Context: an optimization exercise on an open-source flow, tuned for small area. The choices shown serve that exercise and are no tape-out recipe. Only simulation tests tie the RTL to the original design; equivalence was not proved. Power figures rest on the tool's default switching activity, not on a simulated workload.

== lane 1 ==
Design Zmija, start of the top module:
module Zmija(
input clk50, reset, up, down, left, right,
output [9:0] yCount,
output [9:0] xCount,
output VGA_hSync,
output VGA_vSync,
output VGA_R,
output VGA_G,
output VGA_B
 );
Settings: LEC_CHECK=0, ABC_AREA=1, CAP_MARGIN=20, CORE_MARGIN=2, CORE_UTILIZATION=60, CTS_BUF_LIST=sky130_fd_sc_hd__clkbuf_4, SLEW_MARGIN=20; clock period 20.0 ns.
standard.sh (not shown) runs the stock make flow with config.mk's settings and CLKGATE_MAP_FILE= SYNTH_SCRIPT=/design/flow/synth_recipe.tcl, a recipe that flattens the netlist after the stock synthesis.
==> flow/flow/run.sh <==
#!/bin/bash
# Layout flow: the standard synthesis, then a stronger area re-optimisation of the
# combinational logic only (every flip-flop instance is kept as it is, with its name and
# cell type), then the standard ORFS layout with the port buffers made from buf_1.
set -euo pipefail
HERE=$(pwd)
F=$HERE/flow
R=$HERE/orfs/results/$FLOW_PLATFORM/Zmija/base
LIB=$FLOW_HOME/platforms/$FLOW_PLATFORM/lib/sky130_fd_sc_hd__tt_025C_1v80.lib
YOSYS=$FLOW_HOME/../tools/install/yosys/bin/yosys
[[ -x $YOSYS ]] || YOSYS=$(command -v yosys)

bash standard.sh synth > synth.log 2>&1

cp $R/1_2_yosys.v std_synth.v
DU=""
for c in $(cat $F/dont_use.txt); do DU="$DU -dont_use $c"; done
printf 'set_driving_cell sky130_fd_sc_hd__buf_1\nset_load 5\n' > abc.constr
cat > resyn.ys <<EOS
read_liberty -ignore_miss_func $LIB
read_verilog std_synth.v
hierarchy -top $FLOW_TOP
blackbox sky130_fd_sc_hd__dfxtp_1 sky130_fd_sc_hd__dfrtp_1 sky130_fd_sc_hd__dfstp_2 sky130_fd_sc_hd__conb_1
flatten
rename -hide w:*.*
opt -purge
abc -script $F/resyn.abc -liberty $LIB $DU -constr abc.constr -D 20000
opt_clean -purge
hilomap -singleton -hicell sky130_fd_sc_hd__conb_1 HI -locell sky130_fd_sc_hd__conb_1 LO
splitnets
opt_clean -purge
tee -o resyn_stat.txt stat -liberty $LIB
write_verilog -noattr -nohex -nodec resyn_raw.v
EOS
$YOSYS -l resyn.log -s resyn.ys > /dev/null 2>&1
python3 $F/fixassign.py resyn_raw.v resyn.v > fixassign.log 2>&1

# equivalence of the re-optimised netlist with the standard one (same registers)
cat > equiv.ys <<EOS
read_liberty -ignore_miss_func $LIB
read_verilog std_synth.v
rename $FLOW_TOP gold
read_verilog resyn.v
rename $FLOW_TOP gate
flatten gold gate
opt_clean
equiv_make gold gate equiv
hierarchy -top equiv
equiv_simple -seq 2
equiv_induct
equiv_status -assert
EOS
if $YOSYS -l equiv.log -s equiv.ys > /dev/null 2>&1; then
  cp resyn.v $R/1_2_yosys.v
  touch $R/1_2_yosys.v
  echo "resynthesis used" > resyn_result.txt
else
  echo "resynthesis not proven equivalent; standard netlist kept" > resyn_result.txt
fi
rm -f $R/1_synth.odb $R/1_synth.sdc

bash standard.sh BUFFER_PORTS_ARGS="-buffer_cell sky130_fd_sc_hd__buf_1" finish > layout.log 2>&1
Other scripts of this flow, unchanged in this note and not shown: flow/flow/dont_use.txt, flow/flow/fixassign.py, flow/flow/resyn.abc
> inputs changed (lane 1 -> lane 2)
Settings: CTS_CLUSTER_SIZE newly set to 64; CTS_CLUSTER_DIAMETER newly set to 300; CTS_BUF_LIST changed from sky130_fd_sc_hd__clkbuf_4 to sky130_fd_sc_hd__clkbuf_8.
==> results.txt <==
Ratio of cells with drive above 1 in the final layout for lane 2 is lower than for lane 1.
Tightest hold margin: lane 2 > lane 1
Every stage of the flow completed for lane 2, and the final layout passed the timing, DRC and antenna checks.
[compare] base=lane 1 new=lane 2: worst setup slack climbed 44 ps, power in sequential cells barely changed, minimum period implied by the final worst setup slack dropped 44 ps, global-route wire length before repair barely changed.
Internal power contribution, lane 1 and lane 2: larger value in lane 2

Zmija again, from the RTL that the note above started with.
Design Zmija, start of the top module:
module Zmija(
input clk50, reset, up, down, left, right,
output [9:0] yCount,
output [9:0] xCount,
output VGA_hSync,
output VGA_vSync,
output VGA_R,
output VGA_G,
output VGA_B
 );
clock: 20.0 ns
lec_check: 0
abc_area: 1
cap_margin: 20
core_margin: 2
core_utilization: 60
cts_buf_list: sky130_fd_sc_hd__clkbuf_4
slew_margin: 20
==> flow/flow/run.sh <==
#!/bin/bash
# Standard ORFS layout, with the port buffers made from the smallest buffer cell.
set -euo pipefail
bash standard.sh synth > synth.log 2>&1
bash standard.sh BUFFER_PORTS_ARGS="-buffer_cell sky130_fd_sc_hd__buf_1" finish > layout.log 2>&1
Edit:
==> flow/run.sh (new file) <==
#!/bin/bash
# synth_recipe.tcl (not shown) runs the flow's synth.tcl, then flattens the netlist and writes it again
# the make line also repeats each setting of config.mk as NAME=value (left out here)
make -C /OpenROAD-flow-scripts/flow DESIGN_CONFIG=/design/flow/config.mk WORK_HOME=/design/flow/orfs CLKGATE_MAP_FILE= SYNTH_SCRIPT=/design/flow/synth_recipe.tcl finish
removed: flow/flow/run.sh
removed: flow/standard.sh
Setup slack gets worse by 0.36 ns.
Core utilization climbs by 3.5 points.
Via count drops by about 1.2%.
Register-to-register slack loses 0.05 ns.
Non-clock buffer count goes down by 1.
Synthesized area stays the same.
Power rose by 13%.
Design area rose by 5.3%.
Clock-buffer cell count stays the same.
Wire length went down by about 3.4%.
Maximum frequency goes down by 5.5%.

==> re-timing with driven ports <==
No port has a modelled driver above. Below, the same layouts with a new extraction and two added sets of constraints.
Step 1 sets driving cells, clkbuf_16 on the clock port and buf_2 on the other inputs (assumed; they add their load-dependent delay and slew).
Step 2, shift: input delay + t, output delay - t, t = (earliest + latest rising clock arrival at the registers) / 2. This alone moves slack from input paths to output paths.
Three values: ideal, step 1, step 2; two values: the first two.
run	shift t [ns]	setup WS [ns]	worst hold slack (ns)
lane 1	0.445	13.814 / 13.786 / 14.218	0.475 / 0.475 / 0.475
lane 2	0.363	13.858 / 13.828 / 14.191	0.482 / 0.482 / 0.482
the first run of note 2	0.454	13.917 / 13.886 / 14.340	0.483 / 0.483 / 0.483
the second run of note 2	0.435	13.560 / 13.532 / 13.967	0.486 / 0.486 / 0.486
After both steps setup and hold are still met in every run listed.
